Source: an optimization exercise on an open RTL-to-GDS flow (aim: small area and few clock cycles per item). Production flows keep margins and buffers that such runs may drop.
Where RTL was checked, it was by simulation tests only, not by an equivalence proof against the original.
For runs 2 and 3, only the layout was checked, not whether the RTL still works.
Power and IR drop assume default switching activity.

==> flow/design.v <==
module axi_ram
(
    input  wire                   clk,
    input  wire                   rst,
    input  wire [8-1:0]    s_axi_awid,
    input  wire [8-1:0]  s_axi_awaddr,
    input  wire [7:0]             s_axi_awlen,
    input  wire [2:0]             s_axi_awsize,
    input  wire [1:0]             s_axi_awburst,
    input  wire                   s_axi_awlock,
    input  wire [3:0]             s_axi_awcache,
    input  wire [2:0]             s_axi_awprot,
    input  wire                   s_axi_awvalid,
    output wire                   s_axi_awready,
    input  wire [32-1:0]  s_axi_wdata,
    input  wire [4-1:0]  s_axi_wstrb,
    input  wire                   s_axi_wlast,
    input  wire                   s_axi_wvalid,
    output wire                   s_axi_wready,
    output wire [8-1:0]    s_axi_bid,
    output wire [1:0]             s_axi_bresp,
    output wire                   s_axi_bvalid,
    input  wire                   s_axi_bready,
    input  wire [8-1:0]    s_axi_arid,
    input  wire [8-1:0]  s_axi_araddr,
    input  wire [7:0]             s_axi_arlen,
    input  wire [2:0]             s_axi_arsize,
    input  wire [1:0]             s_axi_arburst,
    input  wire                   s_axi_arlock,
    input  wire [3:0]             s_axi_arcache,
    input  wire [2:0]             s_axi_arprot,
    input  wire                   s_axi_arvalid,
    output wire                   s_axi_arready,
    output wire [8-1:0]    s_axi_rid,
    output wire [32-1:0]  s_axi_rdata,
    output wire [1:0]             s_axi_rresp,
    output wire                   s_axi_rlast,
    output wire                   s_axi_rvalid,
    input  wire                   s_axi_rready
);
reg [31:0] mem [0:63];
reg       w_act;
reg [7:0] w_addr;
reg [7:0] w_cnt;
reg       w_last;
reg       b_valid;
reg [7:0] b_id;
reg        a_act;
reg  [7:0] a_addr;
reg  [7:0] a_cnt;
reg        a_last;
reg  [7:0] a_id;
reg  [2:0] a_inc;
reg        r_act;
reg [31:0] r_data;
reg  [7:0] r_id;
reg        r_last;
function [2:0] inc_of;
    input [2:0] size;
    input [1:0] burst;
    begin
        if (burst == 2'b00)
            inc_of = 3'd0;
        else if (size == 3'd0)
            inc_of = 3'd1;
        else if (size == 3'd1)
            inc_of = 3'd2;
        else
            inc_of = 3'd4;
    end
endfunction
wire [7:0] ws_addr = w_act ? w_addr : s_axi_awaddr;
wire [7:0] ws_cnt  = w_act ? w_cnt  : s_axi_awlen;
wire [2:0] ws_inc  = inc_of(s_axi_awsize, s_axi_awburst);
wire       ws_last = w_act ? w_last : (s_axi_awlen == 8'd0);
wire       b_free  = !b_valid || s_axi_bready;
assign s_axi_wready  = s_axi_awvalid && (!ws_last || b_free);
assign s_axi_awready = s_axi_wvalid && ws_last && b_free;
assign s_axi_bvalid  = b_valid;
assign s_axi_bid     = b_id;
assign s_axi_bresp   = 2'b00;
wire w_hs = s_axi_wvalid && s_axi_wready;
always @(posedge clk) begin
    if (w_hs) begin
        w_addr <= ws_addr + {5'd0, ws_inc};
        w_cnt  <= ws_cnt - 8'd1;
        w_last <= (ws_cnt == 8'd1);
        w_act  <= !ws_last;
    end
    if (w_hs && ws_last) begin
        b_valid <= 1'b1;
        b_id    <= s_axi_awid;
    end else if (s_axi_bready) begin
        b_valid <= 1'b0;
    end
    if (rst) begin
        w_act   <= 1'b0;
        b_valid <= 1'b0;
    end
end
integer i;
always @(posedge clk) begin
    for (i = 0; i < 4; i = i + 1) begin
        if (w_hs && s_axi_wstrb[i])
            mem[ws_addr[7:2]][8*i +: 8] <= s_axi_wdata[8*i +: 8];
    end
end
wire r_take = !r_act || s_axi_rready;
wire a_move = a_act && r_take;
assign s_axi_arready = !a_act || (a_last && r_take);
assign s_axi_rvalid  = r_act;
assign s_axi_rid     = r_id;
assign s_axi_rlast   = r_last;
assign s_axi_rresp   = 2'b00;
wire ar_hs = s_axi_arvalid && s_axi_arready;
wire [31:0] a_word = mem[a_addr[7:2]];
assign s_axi_rdata = r_data;
always @(posedge clk) begin
    if (r_take) begin
        r_act  <= a_act;
        r_data <= a_word;
        r_id   <= a_id;
        r_last <= a_last;
    end
    if (a_move && !a_last) begin
        a_addr <= a_addr + {5'd0, a_inc};
        a_cnt  <= a_cnt - 8'd1;
        a_last <= (a_cnt == 8'd1);
    end else if (ar_hs) begin
        a_addr <= s_axi_araddr;
        a_cnt  <= s_axi_arlen;
        a_last <= (s_axi_arlen == 8'd0);
        a_id   <= s_axi_arid;
        a_inc  <= inc_of(s_axi_arsize, s_axi_arburst);
    end
    if (a_move && a_last)
        a_act <= ar_hs;
    else
        a_act <= a_act || ar_hs;
    if (rst) begin
        a_act <= 1'b0;
        r_act <= 1'b0;
    end
end
endmodule
==> flow/run.sh <==
#!/bin/bash
# synth_recipe.tcl (not shown) runs the flow's synth.tcl, then flattens the netlist and writes it again
# the make line also repeats each setting of config.mk as NAME=value (left out here)
make -C /OpenROAD-flow-scripts/flow DESIGN_CONFIG=/design/flow/config.mk WORK_HOME=/design/flow/orfs CLKGATE_MAP_FILE= SYNTH_SCRIPT=/design/flow/synth_recipe.tcl finish
==> flow/config.mk <==
export PLATFORM = sky130hd
export DESIGN_NAME = axi_ram
export DESIGN_NICKNAME = axi_ram
export VERILOG_FILES = /design/flow/design.v
export SDC_FILE = /design/flow/constraint.sdc
export NUM_CORES = 4
export LEC_CHECK = 0
export CAP_MARGIN = 20
export CORE_MARGIN = 2
export CORE_UTILIZATION = 40
export CTS_CLUSTER_DIAMETER = 120
export CTS_CLUSTER_SIZE = 20
export GPL_TIMING_DRIVEN = 0
export SLEW_MARGIN = 20
==> flow/constraint.sdc <==
create_clock -name core_clock -period 5.0 [get_ports {clk}]
set_input_delay 1.0000 -clock core_clock [delete_from_list [all_inputs] [get_ports {clk}]]
set_output_delay 1.0000 -clock core_clock [all_outputs]
set_load 0.01 [all_outputs]
==> flow_metrics.py, run 1 <==
metrics = {
    "run_status": {
        "status": "finished with violations",
        "check.faults": "negative setup slack",
    },
    "clocking": {
        "htreeDepth": 3,
        "clk_path_buf_depth": 3,
        "cts_buffers": 117,
        "ctsHoldBuffers": 0,
        "cts_tree": "done",
        "clk_latency_ps": 830,
        "cts.sinks": 2146,
        "clkTransAtPathRegs_ps": 90,
        "cts-root-buf": "clkbuf_16",
    },
    "pwr": {
        "power_density_nw_per_um2": 375,
        "power.leakage_nw": 28.6,
        "ir_drop_uv": 309,
        "finalPower_mw": 34.8,
    },
    "logic_synthesis": {
        "ys_seq_area_share_pct": 77.0,
        "ys_async_sr_fraction_pct": 0,
        "yosys_warnings": 1,
        "ys_ff_latch": 2146,
        "ys_types": 60,
        "syn_area_per_cell_um2": 20.4,
        "synth_cells": 4099,
        "synth_area_um2": 83600,
        "synthFlopType": "edfxtp_1",
        "synth-edff-count": 2142,
    },
    "floorplan": {
        "start_util_pct": 40.3,
        "die_x_um": 461,
        "die_y_um": 461,
        "core_um2": 207000,
        "dieArea_um2": 213000,
        "fp-row-count": 167,
        "io_pins": 176,
    },
    "timing": {
        "setup_viol": 32,
        "fin_hold_ws_ps": 423,
        "worstMarginPinSlew_ps": 1290,
        "setup_ws_ps": -325,
        "finClkSkew_ps": 44.5,
        "fmax_mhz": 188,
        "grt_setup_unrepaired": "no",
        "drv_slew": 0,
        "period_share_pct": 106,
        "period_needed_ps": 5320,
        "slew_headroom_pct": 14.0,
        "hold_viol": 0,
        "final.setup.tns_ps": -5230,
    },
    "cells_and_area": {
        "postLayoutCoreUtil_pct": 44.7,
        "drive_gt1_share_pct": 19.3,
        "nFillCells": 17400,
        "instances_no_fill": 7233,
        "regArea_um2": 64400,
        "multi_input_area_um2": 17900,
        "syn_to_final_growth_pct": 10.8,
        "nets": 4546,
        "design_area_um2": 92700,
    },
    "critical_path": {
        "cp_data_required_time_ps": 5410,
        "worst-path-stages": 7,
        "critPathBufInv": 3,
        "reg2regPathDepth": 7,
        "crit_path_cell_trace": "buf_2 -> buf_2 -> mux2i_1 -> inv_1 -> nor3_2 -> nand2_1 -> nor2_1",
        "crit_top_cell": "buf_2",
        "critPathTopFamily": "simple AND/OR/NAND/NOR gates",
        "critPathMaxStageDelay_ps": 1050,
        "reg2reg_slack_ps": -320,
        "end_kind": "flip-flop",
        "cp.arrival_ps": 5740,
        "timing.rr.end": "mem[34][25]",
        "rr_startpoint": "w_act",
        "cp_slowest_cell": "nor2_1",
        "critPathMaxFanout": 10,
        "path_class": "reg -> reg",
        "critPathLaunchType": "flip-flop",
    },
    "hold_path": {
        "min-delay-start": "a_id[0]",
        "holdPathStages": 0,
        "whs_endpoint": "r_id[0]",
        "min_path_type": "reg -> reg",
    },
    "placed_design": {
        "place_inst": 7084,
        "pre_cts_slack_ps": -399,
        "gp_congestion": 0.953,
        "postPlaceCellArea_um2": 89500,
        "io_buffer_count": 154,
        "dpl.hpwl_um": 191000,
    },
    "global_routing": {
        "use_met1_pct": 34.3,
        "grt_most_used_layer": "met2",
        "use_met3_pct": 6.73,
        "grt_max_degree": 65,
        "antenna_found_initial": 13,
        "grt_usage_pct": 25.6,
        "grt_use_met2_pct": 39.2,
        "grt_pass1_vias": 42300,
        "overflow": 0,
        "grt_pass1_wl_um": 366000,
    },
    "route": {
        "drc": 0,
        "postRouteAntennaNets": 0,
        "vias": 44400,
        "viasPerCell": 6.14,
        "drt_iter0_markers": 7853,
        "wl_um": 275000,
        "routedWlPerCell_um": 38.0,
        "first_pass_iters": 7,
    },
    "run": {
        "cap_violations": 0,
    },
}
-- worst reg2reg max path: cells and delay by family (launching register included) --
kind / cells / cell delay, ps
AND/OR/NAND/NOR: 3 / 2900
buffers and inverters: 3 / 920
multiplexers: 1 / 820
flip-flops: 1 / 310
-- routing by layer --
metal	share of wire, %	routed length, µm	vias up
met1	38	104000	23600
met2	46	126000	2846
met5	0.023	63	-
met4	5.0	13800	10
met3	11	31200	523
li1	-	-	17400
-- final cells by class --
| cell class | instances | share of cell area, % |
|---|---|---|
| diodes | 12 | 0.0324 |
| clock buffers | 130 | 3.28 |
| inverters | 13 | 0.0527 |
| repair buffers | 195 | 2.36 |
| multi-input cells | 1712 | 19.3 |
| flip-flops and latches | 2146 | 69.5 |
| well taps | 2788 | 3.76 |
| plain buffers | 231 | 1.58 |
| clock inverters | 6 | 0.0945 |
-- kinds of logic after synthesis --
| kind of cell | share of synthesized area [%] |
|---|---|
| adders and majority gates | 0.197 |
| DFF | 77.0 |
| xor gates and xnor gates | 0.262 |
| AOI/OAI and AO/OA | 3.36 |
| and+or+nand+nor | 2.76 |
| muxes | 14.7 |
| buffers and inverters | 1.76 |
| other | 0.00448 |
-- flip-flops by register name (all words and copies together) (netlist names), 3 cells and up --
signal / count
a_addr: 8
a_cnt: 8
a_id: 8
a_inc: 3
b_id: 8
mem: 2048
r_data: 32
r_id: 8
w_addr: 8
w_cnt: 8
-- Yosys cell counts, types with 25 or more instances --
cell / number / share of area, %
nand2_1: 114 / 0.51
o221ai_1: 25 / 0.26
clkbuf_1: 75 / 0.34
nor3_1: 29 / 0.17
a21oi_1: 67 / 0.40
buf_2: 60 / 0.36
o21ai_0: 53 / 0.32
o22ai_1: 62 / 0.46
edfxtp_1: 2142 / 77
a22oi_1: 100 / 0.90
mux4_2: 394 / 11
mux2i_1: 298 / 3.6
buf_6: 36 / 0.48
buf_4: 35 / 0.31
nor2_1: 310 / 1.4
-- how the worst max path moves through the flow --
stage                    start           to
4_1_cts                  w_act  mem[32][25]
5_1_grt                  w_act  mem[34][25]
2_1_floorplan     s_axi_rready    a_addr[0]
6_report                 w_act  mem[34][25]
3_5_place_dp   s_axi_awaddr[3]  mem[32][29]
3_3_place_gp      s_axi_rready    a_addr[3]
-- report_power, final --
| part | total (mW) | internal [mW] | switching [mW] |
|---|---|---|---|
| clock | 10.1 | 4.34 | 5.71 |
| combinational | 4.70 | 1.57 | 3.14 |
| sequential | 20.0 | 19.9 | 0.0642 |
-- cells in the final DEF (no fill, tap or decap), types with 13 or more instances in the layout --
cell type / instances
o22a_1: 18
nor3_1: 27
a21oi_1: 67
a221oi_1: 23
buf_6: 39
nor2_1: 260
edfxtp_1: 2142
clkbuf_2: 29
clkbuf_16: 120
o32ai_1: 13
nand2b_1: 17
buf_4: 43
buf_12: 30
clkbuf_1: 56
o21ai_0: 53
mux2_2: 24
nor4_1: 22
o221ai_1: 25
mux2i_1: 298
a22oi_1: 100
nand2_1: 113
buf_2: 95
inv_1: 13
xnor2_1: 14
o22ai_1: 62
mux4_2: 394
clkdlybuf4s50_1: 122
nor2_2: 50
-- timing repair --
action / CTS / global route
endpoints found under the setup margin: 0 / 39
resized for setup: 0 / 4
buffers inserted: 0 / 0
Testbench counts, summed over its fixed seeds: cycles 4,889, beats 6,951.
==> run 2: changes to the inputs <==
--- a/flow/design.v
+++ b/flow/design.v
@@ -47,12 +47,8 @@
 reg [7:0] b_id;
-reg        a_act;
-reg  [7:0] a_addr;
-reg  [7:0] a_cnt;
-reg        a_last;
-reg  [7:0] a_id;
-reg  [2:0] a_inc;
-reg        r_act;
-reg [31:0] r_data;
-reg  [7:0] r_id;
-reg        r_last;
+reg       r_act;
+reg [7:0] r_addr;
+reg [7:0] r_cnt;
+reg       r_lastq;
+reg [7:0] r_id;
+reg [2:0] r_inc;
 function [2:0] inc_of;
@@ -107,5 +103,5 @@
 end
-wire r_take = !r_act || s_axi_rready;
-wire a_move = a_act && r_take;
-assign s_axi_arready = !a_act || (a_last && r_take);
+wire r_last = r_lastq;
+wire r_hs   = r_act && s_axi_rready;
+assign s_axi_arready = !r_act || (s_axi_rready && r_last);
 assign s_axi_rvalid  = r_act;
@@ -115,30 +111,39 @@
 wire ar_hs = s_axi_arvalid && s_axi_arready;
-wire [31:0] a_word = mem[a_addr[7:2]];
+reg [7:0] r_addr_n;
+always @* begin
+    if (r_hs && !r_last)
+        r_addr_n = r_addr + {5'd0, r_inc};
+    else if (ar_hs)
+        r_addr_n = s_axi_araddr;
+    else
+        r_addr_n = r_addr;
+end
+wire [63:0] r_sel = 64'd1 << r_addr_n[7:2];
+reg  [31:0] r_word;
+reg  [31:0] r_data;
+integer j;
+always @* begin
+    r_word = 32'd0;
+    for (j = 0; j < 64; j = j + 1)
+        r_word = r_word | (mem[j] & {32{r_sel[j]}});
+end
 assign s_axi_rdata = r_data;
 always @(posedge clk) begin
-    if (r_take) begin
-        r_act  <= a_act;
-        r_data <= a_word;
-        r_id   <= a_id;
-        r_last <= a_last;
+    r_data <= r_word;
+    r_addr <= r_addr_n;
+    if (r_hs && !r_last) begin
+        r_cnt   <= r_cnt - 8'd1;
+        r_lastq <= (r_cnt == 8'd1);
+    end else if (ar_hs) begin
+        r_cnt   <= s_axi_arlen;
+        r_lastq <= (s_axi_arlen == 8'd0);
+        r_id   <= s_axi_arid;
+        r_inc  <= inc_of(s_axi_arsize, s_axi_arburst);
     end
-    if (a_move && !a_last) begin
-        a_addr <= a_addr + {5'd0, a_inc};
-        a_cnt  <= a_cnt - 8'd1;
-        a_last <= (a_cnt == 8'd1);
-    end else if (ar_hs) begin
-        a_addr <= s_axi_araddr;
-        a_cnt  <= s_axi_arlen;
-        a_last <= (s_axi_arlen == 8'd0);
-        a_id   <= s_axi_arid;
-        a_inc  <= inc_of(s_axi_arsize, s_axi_arburst);
-    end
-    if (a_move && a_last)
-        a_act <= ar_hs;
+    if (r_hs && r_last)
+        r_act <= ar_hs;
     else
-        a_act <= a_act || ar_hs;
-    if (rst) begin
-        a_act <= 1'b0;
+        r_act <= r_act || ar_hs;
+    if (rst)
         r_act <= 1'b0;
-    end
 end
--- a/flow/config.mk
+++ b/flow/config.mk
@@ -10,4 +10,3 @@
 export CORE_UTILIZATION = 40
-export CTS_CLUSTER_DIAMETER = 120
-export CTS_CLUSTER_SIZE = 20
+export CTS_BUF_LIST = sky130_fd_sc_hd__clkbuf_8
 export GPL_TIMING_DRIVEN = 0
==> flow_metrics.py, run 2 <==
metrics = {
    "run_status": {
        "status": "finished with violations",
        "check.faults": "negative setup slack",
    },
    "logic_synthesis": {
        "syn_area_per_cell_um2": 16.6,
        "synth.top_cell.area_share_pct": 78.4,
        "synth_commonest_cells": "edfxtp_1 (2095), a22oi_1 (462), nand2_1 (373)",
        "synthFlopType": "edfxtp_1",
        "yosys_warnings": 1,
        "ys_ff_latch": 2136,
        "synth_top_area_cell": "edfxtp_1",
        "synth_top_cells_by_area": "edfxtp_1 (78%), a22oi_1 (4.3%), nand2_1 (1.7%), nor2_1 (1.7%), a221oi_1 (1.4%)",
        "yosys.cell_count.top_type": "edfxtp_1",
        "ys_seq_area_share_pct": 79.5,
        "synth-edff-count": 2095,
        "synth_cells": 4846,
        "ys_async_sr_fraction_pct": 0,
        "synth_area_um2": 80200,
        "ys_types": 86,
    },
    "clocking": {
        "clk_latency_ps": 1160,
        "cts.sinks": 2136,
        "cts-root-buf": "clkbuf_8",
        "clkTransAtPathRegs_ps": 60,
        "cts_buffers": 363,
        "ctsHoldBuffers": 0,
        "clk_path_buf_depth": 4,
        "cts_tree": "done",
        "htreeDepth": 5,
    },
    "hold_path": {
        "min-delay-start": "s_axi_wdata[21]",
        "min_path_type": "in -> reg",
    },
    "pwr": {
        "switching_share_pct": 29.8,
        "power.leakage_nw": 31.5,
        "combPwrFrac_pct": 15.5,
        "intPower_mw": 28.7,
        "p_sw_mw": 12.2,
        "ir_drop_uv": 304,
        "finalPower_mw": 40.9,
        "seq_power_share_pct": 48.7,
        "power_frac_clock_pct": 35.8,
        "power_density_nw_per_um2": 416,
    },
    "route": {
        "routedWlPerCell_um": 50.8,
        "wl_um": 438000,
        "first_pass_iters": 8,
        "drc": 0,
        "viasPerCell": 7.01,
        "highest_layer": "met5",
        "route.met2.wl_um": 172000,
        "vias": 60500,
        "wl_met1_um": 147000,
        "postRouteAntennaNets": 0,
        "route.met3.wl_um": 80800,
        "drt_iter0_markers": 13700,
    },
    "global_routing": {
        "grt_pass1_vias": 53100,
        "grt_pass1_wl_um": 548000,
        "overflow": 0,
        "grt_max_degree": 65,
        "grt_usage_pct": 42.0,
        "antenna_found_initial": 57,
    },
    "cells_and_area": {
        "layout_commonest_cell": "edfxtp_1",
        "postLayoutCoreUtil_pct": 49.3,
        "nets": 5798,
        "drive_gt1_share_pct": 23.8,
        "largest_reg_flops": 2048,
        "final_cell_mix": "edfxtp_1 (2095), a22oi_1 (454), clkbuf_8 (386)",
        "syn_to_final_growth_pct": 22.7,
    },
    "timing": {
        "grt_setup_unrepaired": "yes",
        "finClkSkew_ps": 122,
        "setup_viol": 18,
        "period_share_pct": 106,
        "drv_slew": 0,
        "setup_ws_ps": -276,
        "slew_headroom_pct": 7.70,
        "fin_hold_ws_ps": 62.7,
        "fmax_mhz": 190,
        "worstMarginPinSlew_ps": 1370,
        "hold_viol": 0,
        "period_needed_ps": 5280,
    },
    "run": {
        "cap_violations": 0,
    },
    "critical_path": {
        "critPathMaxFanout": 10,
        "cp_data_required_time_ps": 5920,
        "critPathMaxStageDelay_ps": 840,
        "critPathLaunchType": "flip-flop",
        "cp_slowest_cell": "or4_4",
        "crit_path_cell_trace": "ha_4 -> a211oi_4 -> nor4_1 -> a21oi_1 -> and2_1 -> buf_6 -> inv_4 -> buf_8 -> nand3_4 -> buf_12 -> nor2_4 -> buf_8 -> a22oi_2 -> and4_1 -> nand4_1 -> or4_4",
        "crit_start": "r_addr[1]",
        "end_kind": "flip-flop",
        "rr_startpoint": "r_addr[1]",
        "cp.arrival_ps": 6200,
        "crit_top_cell": "buf_8",
        "path_class": "reg -> reg",
    },
    "floorplan": {
        "dieArea_um2": 204000,
        "core_um2": 199000,
        "start_util_pct": 40.2,
        "fp-row-count": 164,
        "die_x_um": 452,
        "io_pins": 176,
        "die_y_um": 452,
    },
    "placed_design": {
        "io_buffer_count": 154,
        "gp_congestion": 1.07,
        "dpl.hpwl_um": 313000,
    },
}
## run 2: worst max-delay path: cells and delay by family, from the launching register on
family	cells	cell delay, ps
buffers and inverters	5	690
AOI/OAI and AO/OA	3	1230
DFF	1	440
and+or+nand+nor	7	2370
adders and majority gates	1	270
## run 2: through the flow
step / TNS (ps) / instances / cell area, µm² / setup slack (ps)
floorplan: 0 / 4849 / 80200 / 1090
global placement: -2842060 / 7659 / 85100 / -5340
detailed placement: -85200 / 7900 / 89900 / -2640
CTS: -9.11 / 8536 / 97600 / -9.11
global route: -52.7 / 8584 / 98300 / -25.4
finish: -2400 / 8626 / 98400 / -276
## run 2: area by class of cell
class / count / area (µm²)
multi-input cells: 2427 / 17100
flip-flops and latches: 2136 / 63700
diodes: 49 / 123
inverters: 20 / 92.6
fillers: 16700 / 101000
well taps: 2656 / 3320
repair buffers: 469 / 5830
clock inverters: 243 / 1150
plain buffers: 251 / 1890
clock buffers: 375 / 5160
## run 2: power by group through the flow
| stage | Combinational (mW) | Clock (mW) | Sequential (mW) |
|---|---|---|---|
| floorplan | 1.61 | 0 | 20.4 |
| global placement | 4.93 | 0 | 20.4 |
| detailed placement | 5.38 | 0 | 20.3 |
| CTS | 5.70 | 14.4 | 19.9 |
| global route | 6.07 | 15.2 | 19.9 |
| finish | 6.35 | 14.6 | 19.9 |
## run 2: per-layer routing
metal	up-vias	GRT usage, %
met4	32	28.7
met3	1538	23.1
met1	30500	51.5
met2	6929	55.9
li1	21500	-
met5	-	0.420
## run 2: final timing paths
path                 end  slack (ps)  depth (start not counted)
min          mem[11][21]          60                          1
min reg2reg   r_data[10]         520                          2
max reg2reg    r_data[5]        -280                         16
max            r_data[5]        -280                         16
## run 2: cell families (layout without fill, tap and decap cells)
| family | Yosys count | after routing | share of synthesized area, % |
|---|---|---|---|
| muxes | 75 | 75 | 0.952 |
| other | 1 | 53 | 0.00468 |
| buffers and inverters | 286 | 1358 | 1.56 |
| xor gates and xnor gates | 20 | 20 | 0.218 |
| AOI/OAI and AO/OA | 1126 | 1126 | 10.7 |
| and+or+nand+nor | 1190 | 1190 | 6.94 |
| DFF | 2136 | 2136 | 79.5 |
| adders and majority gates | 12 | 12 | 0.206 |
## run 2: what timing repair did
item | CTS | global route
setup buffers | 30 | 36
endpoints found under the setup margin | 33 | 25
cloned | 0 | 0
gates resized for setup | 309 | 80
pin swaps | 44 | 49
hold endpoints to repair | 0 | 0
==> run 3: changes to the inputs <==
--- a/flow/design.v
+++ b/flow/design.v
@@ -120,11 +120,4 @@
 end
-wire [63:0] r_sel = 64'd1 << r_addr_n[7:2];
-reg  [31:0] r_word;
 reg  [31:0] r_data;
-integer j;
-always @* begin
-    r_word = 32'd0;
-    for (j = 0; j < 64; j = j + 1)
-        r_word = r_word | (mem[j] & {32{r_sel[j]}});
-end
+wire [31:0] r_word = mem[r_addr_n[7:2]];
 assign s_axi_rdata = r_data;
--- a/flow/config.mk
+++ b/flow/config.mk
@@ -10,3 +10,3 @@
 export CORE_UTILIZATION = 40
-export CTS_BUF_LIST = sky130_fd_sc_hd__clkbuf_8
+export CTS_CLUSTER_SIZE = 24
 export GPL_TIMING_DRIVEN = 0
==> flow_metrics.py, run 3 <==
metrics = {
    "placed_design": {
        "dpl.hpwl_um": 209000,
        "gp_congestion": 1.02,
        "pre_cts_slack_ps": -1490,
        "io_buffer_count": 154,
    },
    "pwr": {
        "ir_drop_uv": 372,
        "power_density_nw_per_um2": 446,
        "power.leakage_nw": 31.3,
    },
    "route": {
        "first_pass_iters": 8,
        "drt_iter0_markers": 8254,
        "postRouteAntennaNets": 0,
        "routedWlPerCell_um": 33.8,
        "drc": 0,
        "wl_um": 292000,
        "vias": 51800,
        "viasPerCell": 6.00,
    },
    "hold_path": {
        "whs_endpoint": "mem[37][25]",
        "min_path_type": "in -> reg",
        "holdPathStages": 1,
        "min-delay-start": "s_axi_wdata[25]",
    },
    "run_status": {
        "check.faults": "negative setup slack",
        "status": "finished with violations",
    },
    "global_routing": {
        "grt_usage_pct": 27.1,
        "antenna_found_initial": 61,
        "grt_pass1_wl_um": 393000,
        "overflow": 0,
        "grt_max_degree": 65,
        "grt_pass1_vias": 48900,
    },
    "critical_path": {
        "critPathMaxStageDelay_ps": 670,
        "crit_start": "s_axi_rready",
        "cp.arrival_ps": 5970,
        "crit_top_cell": "buf_4",
        "reg2regPathDepth": 12,
        "critPathMaxFanout": 10,
        "cp_data_required_time_ps": 5700,
        "critPathLaunchType": "input port",
        "cp_slowest_cell": "buf_1",
        "path_class": "in -> reg",
        "rr_startpoint": "r_addr[0]",
        "reg2reg_slack_ps": -70,
        "critPathBufInv": 5,
        "crit_path_cell_trace": "clkdlybuf4s50_1 -> nand2b_1 -> a21boi_4 -> buf_4 -> o21ai_4 -> inv_2 -> nor2_1 -> buf_4 -> buf_1 -> a22oi_1 -> nand3_1 -> nand2_1 -> or4_1",
        "timing.rr.end": "r_data[5]",
        "end_kind": "flip-flop",
        "critPathTopFamily": "buffers and inverters",
    },
    "timing": {
        "worstMarginPinSlew_ps": 1260,
        "finClkSkew_ps": 41.3,
        "fmax_mhz": 190,
        "period_needed_ps": 5260,
        "setup_ws_ps": -262,
        "final.setup.tns_ps": -1330,
        "period_share_pct": 105,
        "hold_viol": 0,
        "fin_hold_ws_ps": 472,
        "drv_slew": 0,
        "grt_setup_unrepaired": "yes",
        "slew_headroom_pct": 15.7,
        "setup_viol": 15,
    },
    "cells_and_area": {
        "largest_reg_flops": 2048,
        "nets": 5711,
        "postLayoutCoreUtil_pct": 46.7,
        "syn_to_final_growth_pct": 15.9,
        "final_cell_mix": "edfxtp_1 (2095), nand2_1 (790), nand3_1 (366)",
        "nFillCells": 17800,
        "drive_gt1_share_pct": 14.5,
        "layout_commonest_cell": "edfxtp_1",
    },
    "run": {
        "cap_violations": 0,
    },
    "floorplan": {
        "die_x_um": 461,
        "core_um2": 207000,
        "start_util_pct": 40.3,
        "die_y_um": 461,
        "io_pins": 176,
        "fp-row-count": 167,
        "dieArea_um2": 213000,
    },
    "clocking": {
        "htreeDepth": 4,
        "clk_latency_ps": 890,
        "clkTransAtPathRegs_ps": 60,
        "cts_tree": "done",
        "cts.sinks": 2136,
        "cts_buffers": 218,
        "clk_path_buf_depth": 3,
        "cts-root-buf": "clkbuf_16",
    },
    "logic_synthesis": {
        "yosys.cell_count.top_type": "edfxtp_1",
        "synth_commonest_cells": "edfxtp_1 (2095), nand2_1 (791), nand3_1 (366)",
        "ys_async_sr_fraction_pct": 0,
        "synth_cells": 5166,
        "ys_seq_area_share_pct": 76.2,
        "synth_top_area_cell": "edfxtp_1",
        "synth-edff-count": 2095,
        "synth_top_cells_by_area": "edfxtp_1 (75%), mux4_2 (5.2%), nand2_1 (3.5%), mux2i_1 (2.8%), nand3_1 (2.2%)",
        "synthFlopType": "edfxtp_1",
        "yosys_warnings": 1,
        "synth_area_um2": 83600,
        "synth.top_cell.area_share_pct": 75.2,
        "ys_ff_latch": 2136,
        "ys_types": 69,
        "syn_area_per_cell_um2": 16.2,
    },
}
run 3: cell types whose count changed in the layout (fill, tap and decap cells not counted), moves of 117 or more:
cell | before | now
nor2_2 | 201 | 12
clkbuf_1 | 32 | 166
a22oi_1 | 454 | 97
nand3_1 | 115 | 366
nor2_1 | 124 | 289
mux4_2 | 0 | 194
nand2_1 | 363 | 790
clkbuf_16 | 4 | 223
clkbuf_8 | 386 | 14
mux2i_1 | 64 | 232
a221oi_1 | 118 | 1
run 3: cell families (layout without fill, tap and decap cells):
group / count (synthesis) / count (layout) / share of synthesized area [%]
buffers and inverters: 341 / 938 / 1.96
muxes: 432 / 432 / 8.08
adders and majority gates: 12 / 12 / 0.197
xor gates and xnor gates: 18 / 18 / 0.188
other: 1 / 75 / 0.00448
DFF: 2136 / 2136 / 76.2
and+or+nand+nor: 1665 / 1665 / 8.62
AOI/OAI and AO/OA: 561 / 561 / 4.75
run 3: where the power goes:
| part | leakage [nW] | switching [mW] | internal (mW) |
|---|---|---|---|
| clock | 3.46 | 7.01 | 9.24 |
| combinational | 8.67 | 5.02 | 1.99 |
| sequential | 19.2 | 0.0704 | 19.9 |
| total | 31.3 | 12.1 | 31.1 |
run 3: cell type report:
cell class / instances / area, µm² / area share (%)
Clock inverter: 124 / 1140 / 1.17
Antenna cell: 71 / 178 / 0.183
Tap cell: 2788 / 3490 / 3.60
Clock buffer: 281 / 5940 / 6.13
Buffer: 324 / 1620 / 1.67
Timing Repair Buffer: 193 / 2200 / 2.27
Inverter: 16 / 63.8 / 0.0658
Sequential cell: 2136 / 63700 / 65.8
Multi-Input combinational cell: 2692 / 18600 / 19.2
run 3: worst max-delay path by stage:
stage	to	slack, ps	cells past startpoint
2_1_floorplan	mem[55][16]	1390	9
3_3_place_gp	r_data[15]	-1900	12
3_5_place_dp	r_data[22]	-1490	12
4_1_cts	r_data[20]	3	12
5_1_grt	r_data[5]	-70	13
6_report	r_data[5]	-260	13
run 3: stage by stage:
step                cells  total power [mW]  area, µm²
global placement     8111              26.9      88700
finish               8625              43.2      96900
floorplan            5169              23.4      83600
global route         8604              44.1      96900
detailed placement   8147              27.0      89500
CTS                  8553              43.0      96700
run 3: repair_timing:
item,4_1_cts,5_1_grt
endpoints found under the setup margin,295,101
hold buffers,0,0
resized for setup,31,34
buffers inserted,2,1
pin swaps,0,3
run 3: layer usage:
metal,vias to the layer above,wire (µm),share of wire [%],GRT usage (%)
met1,26300,107000,37,35.1
met2,3624,128000,44,40.2
met4,38,18500,6.3,15.5
li1,21100,-,-,-
met3,728,37800,13,8.71
met5,-,255,0.087,0.207
==> run 4: changes to the inputs <==
--- a/flow/design.v
+++ b/flow/design.v
@@ -48,3 +48,3 @@
 reg       r_act;
-reg [7:0] r_addr;
+reg [7:0] r_nxt;
 reg [7:0] r_cnt;
@@ -96,2 +96,12 @@
 end
+reg        wb_v;
+reg  [5:0] wb_addr;
+reg  [3:0] wb_strb;
+reg [31:0] wb_data;
+always @(posedge clk) begin
+    wb_v    <= w_hs && !rst;
+    wb_addr <= ws_addr[7:2];
+    wb_strb <= s_axi_wstrb;
+    wb_data <= s_axi_wdata;
+end
 integer i;
@@ -99,4 +109,4 @@
     for (i = 0; i < 4; i = i + 1) begin
-        if (w_hs && s_axi_wstrb[i])
-            mem[ws_addr[7:2]][8*i +: 8] <= s_axi_wdata[8*i +: 8];
+        if (wb_v && wb_strb[i])
+            mem[wb_addr][8*i +: 8] <= wb_data[8*i +: 8];
     end
@@ -111,18 +121,19 @@
 wire ar_hs = s_axi_arvalid && s_axi_arready;
-reg [7:0] r_addr_n;
+wire [7:0] r_addr_n = (r_act && !r_last) ? r_nxt : s_axi_araddr;
+wire       r_fetch  = !r_act || s_axi_rready;
+reg  [31:0] r_data;
+wire [63:0] r_sel = 64'd1 << r_addr_n[7:2];
+reg  [31:0] r_word;
+integer j;
 always @* begin
-    if (r_hs && !r_last)
-        r_addr_n = r_addr + {5'd0, r_inc};
-    else if (ar_hs)
-        r_addr_n = s_axi_araddr;
-    else
-        r_addr_n = r_addr;
+    r_word = 32'd0;
+    for (j = 0; j < 64; j = j + 1)
+        r_word = r_word | (mem[j] & {32{r_sel[j]}});
 end
-reg  [31:0] r_data;
-wire [31:0] r_word = mem[r_addr_n[7:2]];
 assign s_axi_rdata = r_data;
 always @(posedge clk) begin
-    r_data <= r_word;
-    r_addr <= r_addr_n;
+    if (r_fetch)
+        r_data <= r_word;
     if (r_hs && !r_last) begin
+        r_nxt   <= r_nxt + {5'd0, r_inc};
         r_cnt   <= r_cnt - 8'd1;
@@ -130,6 +141,7 @@
     end else if (ar_hs) begin
+        r_nxt   <= s_axi_araddr + {5'd0, inc_of(s_axi_arsize, s_axi_arburst)};
         r_cnt   <= s_axi_arlen;
         r_lastq <= (s_axi_arlen == 8'd0);
-        r_id   <= s_axi_arid;
-        r_inc  <= inc_of(s_axi_arsize, s_axi_arburst);
+        r_id    <= s_axi_arid;
+        r_inc   <= inc_of(s_axi_arsize, s_axi_arburst);
     end
--- a/flow/config.mk
+++ b/flow/config.mk
@@ -10,4 +10,6 @@
 export CORE_UTILIZATION = 40
-export CTS_CLUSTER_SIZE = 24
+export CTS_CLUSTER_DIAMETER = 120
+export CTS_CLUSTER_SIZE = 20
 export GPL_TIMING_DRIVEN = 0
+export SETUP_SLACK_MARGIN = 0.4
 export SLEW_MARGIN = 20
==> flow_metrics.py, run 4 <==
metrics = {
    "run": {
        "cap_violations": 0,
    },
    "hold_path": {
        "whs_endpoint": "mem[3][15]",
        "min_path_type": "reg -> reg",
        "holdPathStages": 0,
        "min-delay-start": "wb_data[15]",
    },
    "logic_synthesis": {
        "yosys_warnings": 1,
        "synth_area_um2": 79200,
        "synth-edff-count": 2133,
        "syn_area_per_cell_um2": 17.7,
        "synth_top_family_by_area": "compound AO/OA/AOI/OAI gates",
        "synth_top_area_cell": "edfxtp_1",
        "ys_types": 55,
        "synth_cells": 4488,
        "synth-xor-area-share_pct": 0.332,
        "synth_commonest_cells": "edfxtp_1 (2133), a22oi_1 (844), nor2_1 (358)",
        "synthFlopType": "edfxtp_1",
        "synth.top_cell.area_share_pct": 80.8,
        "synth.mux.area_fraction_pct": 0.352,
        "yosys.cell_count.top_type": "edfxtp_1",
        "synth_compound_area_share_pct": 10.1,
        "synth_top_cells_by_area": "edfxtp_1 (81%), a22oi_1 (8.0%), nor2_1 (1.7%), nand4_1 (1.5%), dfxtp_1 (1.2%)",
        "ys_async_sr_fraction_pct": 0,
        "ys_ff_latch": 2179,
        "ys_seq_area_share_pct": 82.0,
        "synth_simple_gate_area_share_pct": 5.58,
        "synth_adder_area_share_pct": 0.281,
    },
    "timing": {
        "setup_viol": 0,
        "period_share_pct": 95.2,
        "worstMarginPinSlew_ps": 1160,
        "fin_hold_ws_ps": 483,
        "final.setup.tns_ps": 0,
        "hold_viol": 0,
        "grt_setup_unrepaired": "yes",
        "period_needed_ps": 4760,
        "drv_slew": 0,
        "fmax_mhz": 210,
        "slew_headroom_pct": 22.3,
        "finClkSkew_ps": 57.7,
    },
    "cells_and_area": {
        "largest_reg_flops": 2048,
        "syn_to_final_growth_pct": 11.5,
        "layout_commonest_cell": "edfxtp_1",
        "nFillCells": 17100,
        "drive_gt1_share_pct": 5.94,
        "nets": 4932,
        "final_cell_mix": "edfxtp_1 (2133), a22oi_1 (843), nor2_1 (338)",
    },
    "clocking": {
        "cts_buffers": 119,
        "post_cts_buffers": 0,
        "clkTransAtPathRegs_ps": 80,
        "clk_latency_ps": 810,
        "cts_tree": "done",
        "ctsHoldBuffers": 0,
        "cts-root-buf": "clkbuf_16",
        "cts.sinks": 2179,
        "clk_path_buf_depth": 3,
        "htreeDepth": 3,
    },
    "critical_path": {
        "reg2regPathDepth": 11,
        "cp_slowest_cell": "a222oi_1",
        "critPathTopFamily": "compound AO/OA/AOI/OAI gates",
        "crit_start": "s_axi_araddr[2]",
        "critPathBufInv": 2,
        "critPathLaunchType": "input port",
        "cp_data_required_time_ps": 5470,
        "crit_path_cell_trace": "clkdlybuf4s50_1 -> clkdlybuf4s25_2 -> a31oi_1 -> nor3_1 -> a222oi_1 -> nand3_1 -> or4_1",
        "rr_startpoint": "r_lastq",
        "critPathMaxFanout": 8,
        "end_kind": "flip-flop",
        "path_class": "in -> reg",
        "critPathMaxStageDelay_ps": 960,
        "cp.arrival_ps": 5230,
        "reg2reg_slack_ps": 340,
        "timing.rr.end": "r_data[31]",
    },
    "route": {
        "routedWlPerCell_um": 30.2,
        "vias": 44400,
        "viasPerCell": 5.90,
        "wl_um": 227000,
        "route.met3.wl_um": 19700,
        "drt_iter0_markers": 6375,
        "highest_layer": "met5",
        "first_pass_iters": 9,
        "route.met2.wl_um": 111000,
        "postRouteAntennaNets": 0,
        "drc": 0,
        "wl_met1_um": 87400,
    },
    "global_routing": {
        "antenna_found_initial": 6,
        "grt_pass1_wl_um": 317000,
        "overflow": 0,
        "grt_pass1_vias": 43300,
        "grt_max_degree": 65,
        "grt_usage_pct": 21.9,
    },
    "floorplan": {
        "dieArea_um2": 202000,
        "core_um2": 197000,
        "die_x_um": 449,
        "die_y_um": 449,
        "io_pins": 176,
        "start_util_pct": 40.2,
        "fp-row-count": 163,
    },
    "pwr": {
        "ir_drop_uv": 293,
        "power_density_nw_per_um2": 365,
        "power.leakage_nw": 26.0,
        "finalPower_mw": 32.3,
    },
    "placed_design": {
        "dpl.hpwl_um": 162000,
        "io_buffer_count": 153,
        "gp_congestion": 0.948,
    },
    "run_status": {
        "status": "finished clean",
    },
}
-- run 4: cell type report --
type                            instances  area (µm²)  share of cell area (%)
Sequential cell                      2179       65100                    73.7
Multi-Input combinational cell       2031       13400                    15.2
Tap cell                             2640        3300                    3.74
Clock buffer                          199        3300                    3.74
Timing Repair Buffer                  186        1980                    2.25
Buffer                                258        1020                    1.15
Clock inverter                          7         114                   0.129
Inverter                               23        86.3                  0.0977
Antenna cell                            4        10.0                  0.0113
-- run 4: what timing repair did --
| item | in CTS | in global routing |
|---|---|---|
| cloned | 0 | 0 |
| gates resized for setup | 8 | 15 |
| setup endpoints to repair | 29 | 13 |
-- run 4: how the worst max path moves through the flow --
stage                 end  slack [ps]  cells past startpoint
6_report       r_data[23]         240                      7
5_1_grt        r_data[23]         350                      7
4_1_cts        r_data[19]         420                     11
3_5_place_dp   r_data[15]        -720                     10
3_3_place_gp   r_data[31]        -870                     11
2_1_floorplan  r_data[23]        1630                     10
-- run 4: cell families (layout without fill, tap and decap cells) --
logic type | after synthesis | in the layout
flops | 2179 | 2179
fa+ha+maj | 16 | 16
xor+xnor | 30 | 30
compound gates | 1042 | 1042
buf+inv | 281 | 673
other cells | 1 | 8
mux | 26 | 26
simple gates | 913 | 913
-- run 4: stage by stage --
step | cell area (µm²) | util, % | cells | worst slack (ps)
floorplan | 79200 | - | 4491 | 1630
global placement | 84100 | 42.7 | 7284 | -868
detailed placement | 84700 | 43.0 | 7315 | -715
CTS | 88200 | 44.8 | 7521 | 420
global route | 88300 | 44.8 | 7524 | 353
finish | 88300 | 44.8 | 7527 | 241
-- run 4: worst register-to-register path: stages (launching register included) --
cell and delay (ps):
edfxtp_1 500, buf_2 240, nor4bb_1 480, a31o_1 180, clkbuf_2 490, nand2_1 240, nor2_1 880, clkbuf_1 590
a22oi_1 150, nand4_1 270, nor4_1 150, nand2_1 290
-- run 4: where the power goes --
part | total (mW) | internal (mW) | switching, mW
logic | 1.52 | 0.514 | 1.00
clock network | 10.3 | 4.53 | 5.76
registers | 20.5 | 20.2 | 0.283
-- run 4: metal layers --
layer  up-vias  track usage (%)
li1      19100                -
met1     22800             28.3
met2      2086             36.8
met3       388             4.22
met4         6             8.05
met5         -            0.308
Testbench counts of run 4, summed over its fixed seeds: cycles 4,720, beats 6,951.
==> run 5: changes to the inputs <==
--- a/flow/config.mk
+++ b/flow/config.mk
@@ -10,4 +10,4 @@
 export CORE_UTILIZATION = 40
-export CTS_CLUSTER_DIAMETER = 120
-export CTS_CLUSTER_SIZE = 20
+export CTS_CLUSTER_DIAMETER = 150
+export CTS_CLUSTER_SIZE = 24
 export GPL_TIMING_DRIVEN = 0
==> flow_metrics.py, run 5 <==
metrics = {
    "timing": {
        "period_share_pct": 92.7,
        "finClkSkew_ps": 71.3,
        "worstMarginPinSlew_ps": 1250,
        "fin_hold_ws_ps": 487,
        "setup_viol": 0,
        "setup_ws_ps": 363,
        "grt_setup_unrepaired": "yes",
        "slew_headroom_pct": 15.9,
        "fmax_mhz": 216,
        "hold_viol": 0,
        "period_needed_ps": 4640,
        "drv_slew": 0,
    },
    "critical_path": {
        "crit_path_cell_trace": "clkdlybuf4s50_1 -> inv_1 -> a31oi_4 -> or2_2 -> nor2_1 -> a222oi_1 -> nand3_1 -> or4_1",
        "timing.rr.end": "r_data[31]",
        "critPathMaxStageDelay_ps": 1010,
        "reg2reg_slack_ps": 360,
        "path_class": "in -> reg",
        "critPathMaxFanout": 9,
        "reg2regPathDepth": 11,
        "critPathLaunchType": "input port",
        "end_kind": "flip-flop",
        "rr_startpoint": "r_lastq",
        "cp.arrival_ps": 5110,
        "cp_data_required_time_ps": 5470,
        "cp_slowest_cell": "a222oi_1",
    },
    "cells_and_area": {
        "layout_commonest_cell": "edfxtp_1",
        "syn_to_final_growth_pct": 10.9,
        "nets": 4913,
        "instances_no_fill": 7499,
        "nFillCells": 17100,
        "final_cell_mix": "edfxtp_1 (2133), a22oi_1 (843), nor2_1 (339)",
        "drive_gt1_share_pct": 5.60,
        "largest_reg_flops": 2048,
    },
    "logic_synthesis": {
        "synth-edff-count": 2133,
        "ys_seq_area_share_pct": 82.0,
        "synth_top_cells_by_area": "edfxtp_1 (81%), a22oi_1 (8.0%), nor2_1 (1.7%), nand4_1 (1.5%), dfxtp_1 (1.2%)",
        "synth_area_um2": 79200,
        "ys_types": 55,
        "synthFlopType": "edfxtp_1",
        "ys_async_sr_fraction_pct": 0,
        "synth_commonest_cells": "edfxtp_1 (2133), a22oi_1 (844), nor2_1 (358)",
        "synth.top_cell.area_share_pct": 80.8,
        "synth_cells": 4488,
        "synth_top_area_cell": "edfxtp_1",
        "syn_area_per_cell_um2": 17.7,
        "yosys_warnings": 1,
        "yosys.cell_count.top_type": "edfxtp_1",
        "ys_ff_latch": 2179,
    },
    "hold_path": {
        "min-delay-start": "wb_data[15]",
        "min_path_type": "reg -> reg",
        "holdPathStages": 0,
        "whs_endpoint": "mem[3][15]",
    },
    "global_routing": {
        "overflow": 0,
        "antenna_found_initial": 5,
        "grt_max_degree": 65,
        "grt_pass1_vias": 43200,
        "grt_pass1_wl_um": 316000,
        "grt_usage_pct": 21.9,
    },
    "route": {
        "vias": 44100,
        "drt_iter0_markers": 6446,
        "first_pass_iters": 9,
        "viasPerCell": 5.88,
        "wl_um": 227000,
        "drc": 0,
        "routedWlPerCell_um": 30.2,
        "postRouteAntennaNets": 0,
    },
    "pwr": {
        "power_density_nw_per_um2": 358,
        "ir_drop_uv": 285,
        "finalPower_mw": 31.4,
        "power.leakage_nw": 25.8,
    },
    "clocking": {
        "cts_tree": "done",
        "clk_path_buf_depth": 3,
        "post_cts_buffers": 0,
        "cts.sinks": 2179,
        "clkTransAtPathRegs_ps": 100,
        "clk_latency_ps": 820,
        "cts-root-buf": "clkbuf_16",
        "htreeDepth": 3,
        "cts_buffers": 100,
    },
    "placed_design": {
        "pre_cts_slack_ps": -715,
        "gp_congestion": 0.948,
        "io_buffer_count": 153,
        "place_inst": 7315,
        "dpl.hpwl_um": 162000,
    },
    "floorplan": {
        "dieArea_um2": 202000,
        "core_um2": 197000,
        "io_pins": 176,
        "start_util_pct": 40.2,
        "die_x_um": 449,
        "die_y_um": 449,
        "fp-row-count": 163,
    },
    "run": {
        "cap_violations": 0,
    },
    "run_status": {
        "status": "finished clean",
    },
}
==> run 5: cell counts after synthesis <==
Identical to the previous run, type by type.
==> run 5: cells by family (layout without fill, tap and decap cells) <==
kind of cell / after synthesis / after routing / share of synthesized area (%)
DFF: 2179 / 2179 / 82.0
AOI/OAI and AO/OA: 1042 / 1042 / 10.1
and+or+nand+nor: 913 / 913 / 5.58
buffers and inverters: 281 / 646 / 1.39
xor gates and xnor gates: 30 / 30 / 0.332
muxes: 26 / 26 / 0.352
adders and majority gates: 16 / 16 / 0.281
other: 1 / 7 / 0.00473
==> run 5: what timing repair did <==
action	in CTS	in global routing
pin swaps	0	1
resized for setup	8	18
setup endpoints to repair	31	14
hold buffers	0	0
==> run 5: how the worst max path moves through the flow <==
stage,start,to,slack [ps]
3_3_place_gp,s_axi_araddr[6],r_data[31],-870
6_report,s_axi_araddr[3],r_data[23],360
2_1_floorplan,s_axi_araddr[2],r_data[23],1630
5_1_grt,r_act,r_data[23],400
3_5_place_dp,s_axi_araddr[2],r_data[15],-720
4_1_cts,r_lastq,r_data[19],420
==> run 5: cell type report <==
class	count	area (µm²)	area share [%]
sequential	2179	65100	74.1
multi-input combinational	2031	13500	15.3
tap	2640	3300	3.76
clock buffer	172	2770	3.16
timing repair buffer	186	1980	2.26
buffer	258	1020	1.16
clock inverter	7	119	0.135
inverter	23	86.3	0.0983
antenna	3	7.51	0.00855
==> run 5: report_power, final <==
part / switching (mW) / internal (mW) / total (mW)
sequential: 0.282 / 20.2 / 20.5
clock: 5.61 / 3.84 / 9.46
combinational: 1.01 / 0.515 / 1.52
total: 6.90 / 24.5 / 31.4
==> run 5: per-layer routing <==
layer / global-route usage (%) / wire length (µm) / up-vias
met5: 0 / 8 / -
li1: - / - / 19000
met3: 4.31 / 19500 / 330
met4: 7.98 / 8620 / 2
met1: 28.1 / 87100 / 22700
met2: 36.8 / 111000 / 2061
==> run 5: per-stage QoR <==
step	utilization (%)	TNS, ps	instance area, µm²
final	44.6	0	87800
after global routing	44.6	0	87800
after CTS	44.5	0	87700
after detailed placement	43.0	-17070	84700
after global placement	42.7	-20400	84100
after floorplan	-	0	79200
==> run 5: critical path, delay by kind of cell <==
kind / cells / cell delay (ps)
simple gates: 4 / 1780
compound gates: 2 / 1460
buf+inv: 2 / 850
==> run 6: changes to the inputs <==
==> flow/flow/run.sh (new file) <==
#!/bin/bash
# The standard layout, with a plain buffer (not a delay cell) on every port.
set -euo pipefail
export BUFFER_PORTS_ARGS="-buffer_cell sky130_fd_sc_hd__buf_2"
bash standard.sh > standard.log 2>&1
==> flow/standard.sh (new file) <==
#!/bin/bash
# synth_recipe.tcl (not shown) runs the flow's synth.tcl, then flattens the netlist and writes it again
# the make line also repeats each setting of config.mk as NAME=value (left out here)
make -C /OpenROAD-flow-scripts/flow DESIGN_CONFIG=/design/flow/config.mk WORK_HOME=/design/flow/orfs CLKGATE_MAP_FILE= SYNTH_SCRIPT=/design/flow/synth_recipe.tcl "${@:-finish}"
removed: flow/run.sh
==> flow_metrics.py, run 6 <==
metrics = {
    "critical_path": {
        "end_kind": "flip-flop",
        "critPathBufInv": 3,
        "critPathMaxFanout": 10,
        "crit_end": "r_data[31]",
        "crit_top_cell": "nand2_1",
        "cp_data_required_time_ps": 5550,
        "crit_path_cell_trace": "buf_2 -> nor4bb_1 -> a31o_1 -> clkbuf_2 -> nand2_1 -> nor2_1 -> clkbuf_1 -> a22oi_1 -> nand4_1 -> nor4_1 -> nand2_1",
        "cp_slowest_cell": "nor2_1",
        "critPathMaxStageDelay_ps": 800,
        "timing.rr.end": "r_data[31]",
        "path_class": "reg -> reg",
        "critPathLaunchType": "flip-flop",
        "reg2regPathDepth": 11,
        "critPathTopFamily": "simple AND/OR/NAND/NOR gates",
        "crit_start": "r_lastq",
        "worst-path-stages": 11,
        "rr_startpoint": "r_lastq",
        "reg2reg_slack_ps": 430,
        "cp.arrival_ps": 5110,
    },
    "hold_path": {
        "min_path_type": "in -> reg",
        "min-delay-start": "s_axi_wdata[11]",
    },
    "timing": {
        "fmax_mhz": 219,
        "fin_hold_ws_ps": 313,
        "drv_slew": 0,
        "setup_ws_ps": 435,
        "period_share_pct": 91.3,
        "final.setup.tns_ps": 0,
        "slew_headroom_pct": 22.1,
        "setup_viol": 0,
        "finClkSkew_ps": 49.4,
        "grt_setup_unrepaired": "yes",
        "period_needed_ps": 4570,
        "hold_viol": 0,
        "worstMarginPinSlew_ps": 1160,
    },
    "logic_synthesis": {
        "synth.top_cell.area_share_pct": 80.8,
        "synth-edff-count": 2133,
        "ys_async_sr_fraction_pct": 0,
        "synth_cells": 4488,
        "synth_area_um2": 79200,
        "ys_ff_latch": 2179,
        "ys_seq_area_share_pct": 82.0,
        "synth_commonest_cells": "edfxtp_1 (2133), a22oi_1 (844), nor2_1 (358)",
        "synth_top_area_cell": "edfxtp_1",
        "yosys.cell_count.top_type": "edfxtp_1",
        "syn_area_per_cell_um2": 17.7,
        "yosys_warnings": 1,
        "synthFlopType": "edfxtp_1",
        "ys_types": 55,
        "synth_top_cells_by_area": "edfxtp_1 (81%), a22oi_1 (8.0%), nor2_1 (1.7%), nand4_1 (1.5%), dfxtp_1 (1.2%)",
    },
    "clocking": {
        "htreeDepth": 3,
        "cts-root-buf": "clkbuf_16",
        "cts.sinks": 2179,
        "ctsHoldBuffers": 0,
        "clk_latency_ps": 800,
        "clk_path_buf_depth": 3,
        "cts_tree": "done",
        "cts_buffers": 100,
        "clkTransAtPathRegs_ps": 100,
        "post_cts_buffers": 0,
    },
    "run": {
        "cap_violations": 0,
    },
    "run_status": {
        "status": "finished clean",
    },
    "pwr": {
        "power_density_nw_per_um2": 360,
        "ir_drop_uv": 279,
        "power.leakage_nw": 25.8,
    },
    "route": {
        "postRouteAntennaNets": 0,
        "drc": 0,
        "drt_iter0_markers": 6354,
        "vias": 44000,
        "wl_um": 225000,
        "viasPerCell": 5.88,
        "first_pass_iters": 8,
        "routedWlPerCell_um": 30.0,
    },
    "placed_design": {
        "pre_cts_slack_ps": -406,
        "gp_congestion": 0.972,
        "place_inst": 7309,
        "io_buffer_count": 153,
        "dpl.hpwl_um": 161000,
        "postPlaceCellArea_um2": 83900,
    },
    "cells_and_area": {
        "drive_gt1_share_pct": 8.37,
        "largest_reg_flops": 2048,
        "syn_to_final_growth_pct": 9.69,
        "diodes": 0,
        "layout_commonest_cell": "edfxtp_1",
        "nets": 4907,
        "instances_no_fill": 7491,
        "design_area_um2": 86900,
        "final_cell_mix": "edfxtp_1 (2133), a22oi_1 (844), nor2_1 (342)",
    },
    "global_routing": {
        "antenna_found_initial": 5,
        "grt_usage_pct": 21.7,
        "overflow": 0,
        "grt_pass1_vias": 42900,
        "grt_max_degree": 65,
        "grt_pass1_wl_um": 314000,
    },
    "floorplan": {
        "io_pins": 176,
        "die_x_um": 449,
        "dieArea_um2": 202000,
        "die_y_um": 449,
        "core_um2": 197000,
        "start_util_pct": 40.2,
        "fp-row-count": 163,
    },
}
run 6: cell counts after synthesis:
No cell type changed its count.
run 6: report_power, final:
group / switching [mW] / internal (mW) / leakage (nW)
clock: 5.57 / 3.87 / 1.38
combinational: 0.990 / 0.385 / 4.73
sequential: 0.288 / 20.2 / 19.6
run 6: worst register-to-register path: stages, from the launching register on:
cell,delay (ps)
edfxtp_1,510
buf_2,240
nor4bb_1,490
a31o_1,160
clkbuf_2,440
nand2_1,200
nor2_1,800
clkbuf_1,630
a22oi_1,200
nand4_1,270
nor4_1,160
nand2_1,270
run 6: worst min-delay path by stage:
stage	cells after the start	slack [ps]	to
floorplan	1	470	wb_addr[0]
global placement	1	500	wb_addr[0]
detailed placement	0	460	mem[3][13]
CTS	1	270	wb_data[11]
global route	1	300	wb_data[11]
finish	1	310	wb_data[11]
run 6: metrics by stage:
step	utilization, %	total power, mW
2_1_floorplan	-	21.4
3_3_place_gp	42.3	22.2
3_5_place_dp	42.6	22.2
4_1_cts	44.1	31.4
5_1_grt	44.1	32.1
6_report	44.1	31.3
run 6: area by class of cell:
class | instances | area (µm²)
Buffer | 258 | 1020
Fill cell | 17400 | 110000
Sequential cell | 2179 | 65100
Clock buffer | 173 | 2800
Clock inverter | 7 | 115
Multi-Input combinational cell | 2031 | 13400
Tap cell | 2640 | 3300
Inverter | 23 | 86.3
Timing Repair Buffer | 180 | 1140
run 6: metal layers:
layer | global-route usage (%) | wire (µm) | vias to the layer above | share of wire (%)
li1 | - | - | 19000 | -
met1 | 28.2 | 87600 | 22700 | 39
met2 | 36.9 | 112000 | 2059 | 50
met3 | 3.96 | 18700 | 290 | 8.3
met4 | 6.55 | 6720 | 2 | 3.0
met5 | 0 | 8 | - | 0.0036
run 6: what timing repair did:
item | CTS | global route
resized for setup | 5 | 7
gates cloned | 0 | 0
setup endpoints to repair | 25 | 17
run 6: cell families (layout without fill, tap and decap cells):
family                   Yosys count  after routing  share of synthesized area (%)
flip-flops                      2179           2179                           82.0
multiplexers                      26             26                          0.352
AO/OA/AOI/OAI                   1042           1042                           10.1
XOR/XNOR                          30             30                          0.332
other                              1              4                        0.00473
adder cells (fa/ha/maj)           16             16                          0.281
buffers and inverters            281            641                           1.39
AND/OR/NAND/NOR                  913            913                           5.58
==> run 7: changes to the inputs <==
--- a/flow/config.mk
+++ b/flow/config.mk
@@ -9,3 +9,3 @@
 export CORE_MARGIN = 2
-export CORE_UTILIZATION = 40
+export CORE_UTILIZATION = 50
 export CTS_CLUSTER_DIAMETER = 150
==> flow_metrics.py, run 7 <==
metrics = {
    "placed_design": {
        "gp_congestion": 1.02,
        "io_buffer_count": 153,
        "dpl.hpwl_um": 178000,
    },
    "floorplan": {
        "core_um2": 158000,
        "die_y_um": 402,
        "io_pins": 176,
        "fp-row-count": 146,
        "die_x_um": 402,
        "dieArea_um2": 162000,
        "start_util_pct": 50.2,
    },
    "logic_synthesis": {
        "synthFlopType": "edfxtp_1",
        "ys_async_sr_fraction_pct": 0,
        "synth_commonest_cells": "edfxtp_1 (2133), a22oi_1 (844), nor2_1 (358)",
        "ys_ff_latch": 2179,
        "synth_adder_area_share_pct": 0.281,
        "synth_top_cells_by_area": "edfxtp_1 (81%), a22oi_1 (8.0%), nor2_1 (1.7%), nand4_1 (1.5%), dfxtp_1 (1.2%)",
        "ys_types": 55,
        "yosys.cell_count.top_type": "edfxtp_1",
        "synth_top_area_cell": "edfxtp_1",
        "synth_simple_gate_area_share_pct": 5.58,
        "synth_compound_area_share_pct": 10.1,
        "synth_top_family_by_area": "compound AO/OA/AOI/OAI gates",
        "synth-edff-count": 2133,
        "syn_area_per_cell_um2": 17.7,
        "synth-xor-area-share_pct": 0.332,
        "ys_seq_area_share_pct": 82.0,
        "synth_cells": 4488,
        "synth_area_um2": 79200,
        "synth.top_cell.area_share_pct": 80.8,
        "yosys_warnings": 1,
        "synth.mux.area_fraction_pct": 0.352,
    },
    "critical_path": {
        "critPathLaunchType": "flip-flop",
        "path_class": "reg -> reg",
        "cp.arrival_ps": 5290,
        "critPathBufInv": 4,
        "critPathTopFamily": "simple AND/OR/NAND/NOR gates",
        "crit_path_cell_trace": "buf_2 -> nor4bb_1 -> a31o_1 -> clkbuf_2 -> nand2_1 -> nor2_1 -> clkbuf_1 -> a22oi_1 -> nand3_1 -> nor4_2 -> buf_2 -> nand2_1",
        "end_kind": "flip-flop",
        "cp_slowest_cell": "clkbuf_1",
        "critPathMaxStageDelay_ps": 860,
        "critPathMaxFanout": 10,
        "cp_data_required_time_ps": 5570,
    },
    "timing": {
        "fmax_mhz": 212,
        "setup_viol": 0,
        "period_needed_ps": 4720,
        "period_share_pct": 94.4,
        "worstMarginPinSlew_ps": 1300,
        "grt_setup_unrepaired": "yes",
        "hold_viol": 0,
        "drv_slew": 0,
        "slew_headroom_pct": 13.3,
        "final.setup.tns_ps": 0,
        "fin_hold_ws_ps": 326,
        "finClkSkew_ps": 40.4,
    },
    "cells_and_area": {
        "postLayoutCoreUtil_pct": 55.1,
        "drive_gt1_share_pct": 11.1,
        "final_cell_mix": "edfxtp_1 (2133), a22oi_1 (844), clkbuf_1 (301)",
        "layout_commonest_cell": "edfxtp_1",
        "syn_to_final_growth_pct": 9.77,
        "nets": 4934,
        "largest_reg_flops": 2048,
    },
    "pwr": {
        "power.leakage_nw": 26.0,
        "intPower_mw": 24.5,
        "finalPower_mw": 31.4,
        "switching_share_pct": 22.0,
        "seq_power_share_pct": 65.1,
        "combPwrFrac_pct": 4.7,
        "ir_drop_uv": 280,
        "power_density_nw_per_um2": 361,
        "p_sw_mw": 6.92,
        "power_frac_clock_pct": 30.1,
    },
    "clocking": {
        "clk_path_buf_depth": 3,
        "cts-root-buf": "clkbuf_16",
        "post_cts_buffers": 0,
        "cts_buffers": 100,
        "clk_latency_ps": 780,
        "htreeDepth": 3,
        "cts.sinks": 2179,
        "clkTransAtPathRegs_ps": 100,
        "cts_tree": "done",
    },
    "route": {
        "drt_iter0_markers": 8194,
        "wl_um": 252000,
        "postRouteAntennaNets": 0,
        "viasPerCell": 6.65,
        "first_pass_iters": 9,
        "drc": 0,
        "vias": 46300,
        "routedWlPerCell_um": 36.2,
    },
    "global_routing": {
        "overflow": 0,
        "antenna_found_initial": 6,
        "grt_usage_pct": 30.6,
        "grt_max_degree": 65,
        "grt_pass1_wl_um": 341000,
        "grt_pass1_vias": 43100,
    },
    "run_status": {
        "status": "finished clean",
    },
    "run": {
        "cap_violations": 0,
    },
    "hold_path": {
        "min_path_type": "in -> reg",
    },
}
[run 7: cell counts after synthesis]
Identical to the previous run, type by type.
[run 7: per-stage QoR]
| step | cells | setup slack (ps) | instance area (µm²) |
|---|---|---|---|
| after floorplan | 4491 | 1630 | 79200 |
| after CTS | 6943 | 395 | 86700 |
| after detailed placement | 6763 | -1120 | 83700 |
| final | 6959 | 280 | 87000 |
| after global placement | 6716 | -1250 | 82600 |
| after global routing | 6950 | 277 | 86900 |
[run 7: timing repair]
action                                  CTS  global route
gates cloned                              0             0
hold buffers                              0             0
pin swaps                                 1             0
gates resized for setup                  31            26
endpoints found under the setup margin   30            23
[run 7: worst register-to-register path: cells and delay by family, from the launching register on]
family	cells	cell delay, ps
buf+inv	4	1740
flops	1	500
compound gates	2	410
simple gates	6	1870
[run 7: per-layer routing]
layer  GRT usage [%]  part of all wire (%)  up-vias
li1                -                     -    19100
met1            44.3                    40    23900
met2            45.0                    44     2898
met3            7.67                    11      429
met4            11.8                   4.5        4
met5               0                0.0099        -
[run 7: cells by family after synthesis]
| family | Yosys count |
|---|---|
| simple gates | 913 |
| flops | 2179 |
| other cells | 1 |
| xor+xnor | 30 |
| fa+ha+maj | 16 |
| compound gates | 1042 |
| mux | 26 |
| buf+inv | 281 |
[run 7: final timing paths]
check	start	slack, ps	cells past startpoint	endpoint
hold / removal	s_axi_wdata[9]	330	1	wb_data[9]
setup reg to reg	r_lastq	280	12	r_data[8]
hold reg to reg	w_addr[2]	500	1	wb_addr[0]
setup / recovery	r_lastq	280	12	r_data[8]
[run 7: power groups by stage]
stage                     clock network [mW]  logic, mW  registers, mW
after global placement                     0       1.23           21.0
final                                   9.47       1.48           20.5
after CTS                               9.50       1.44           20.5
after global routing                    10.1       1.53           20.5
after detailed placement                   0       1.41           20.9
after floorplan                            0      0.547           20.8
[run 7: cell type report]
type	instances	area (µm²)
antenna	9	22.5
buffer	258	1030
clock buffer	174	2820
clock inverter	6	58.8
fill	12500	70900
inverter	23	86.3
multi-input combinational	2031	13700
sequential	2179	65100
tap	2072	2590
timing repair buffer	207	1540

==> separate check: timing with driven ports <==
No port has a modelled driver above. Below, the same layouts with a new extraction and two added sets of constraints. Step 1 assumes that a clkbuf_16 drives the clock port and a buf_2 every other input. Step 2 moves the port delays by t, midway between the first and last clock arrival at a register: inputs arrive t later, outputs are due t later. That takes back most of the time a late clock gives input paths. Slacks: ideal / step 1 / step 2; pairs: ideal / step 1.
| run | t (ns) | slack for setup (ns) | hold slack, ns | clock arrival spread, ns |
|---|---|---|---|---|
| run 1 | 0.893 | -0.325 / -0.325 / -0.839 | 0.423 / 0.423 / 0.423 | 0.050 / 0.051 |
| run 2 | 1.200 | -0.276 / -0.276 / -1.267 | 0.063 / -0.004 / 0.523 | 0.130 / 0.129 |
| run 3 | 0.952 | -0.262 / -0.206 / -1.158 | 0.472 / 0.407 / 0.575 | 0.058 / 0.058 |
| run 4 | 0.875 | 0.241 / 0.291 / -0.584 | 0.483 / 0.483 / 0.483 | 0.068 / 0.068 |
| run 5 | 0.868 | 0.363 / 0.363 / -0.451 | 0.487 / 0.487 / 0.487 | 0.079 / 0.078 |
| run 6 | 0.851 | 0.435 / 0.435 / -0.312 | 0.313 / 0.253 / 0.481 | 0.055 / 0.055 |
| run 7 | 0.847 | 0.280 / 0.280 / -0.372 | 0.326 / 0.260 / 0.500 | 0.052 / 0.051 |
With both steps, setup timing fails in run 4, run 5, run 6 and run 7, where it was met with ideal ports. The setup slack of run 2, which loses most, moves by 0.000 ns with the drivers and by -0.991 ns with both steps.
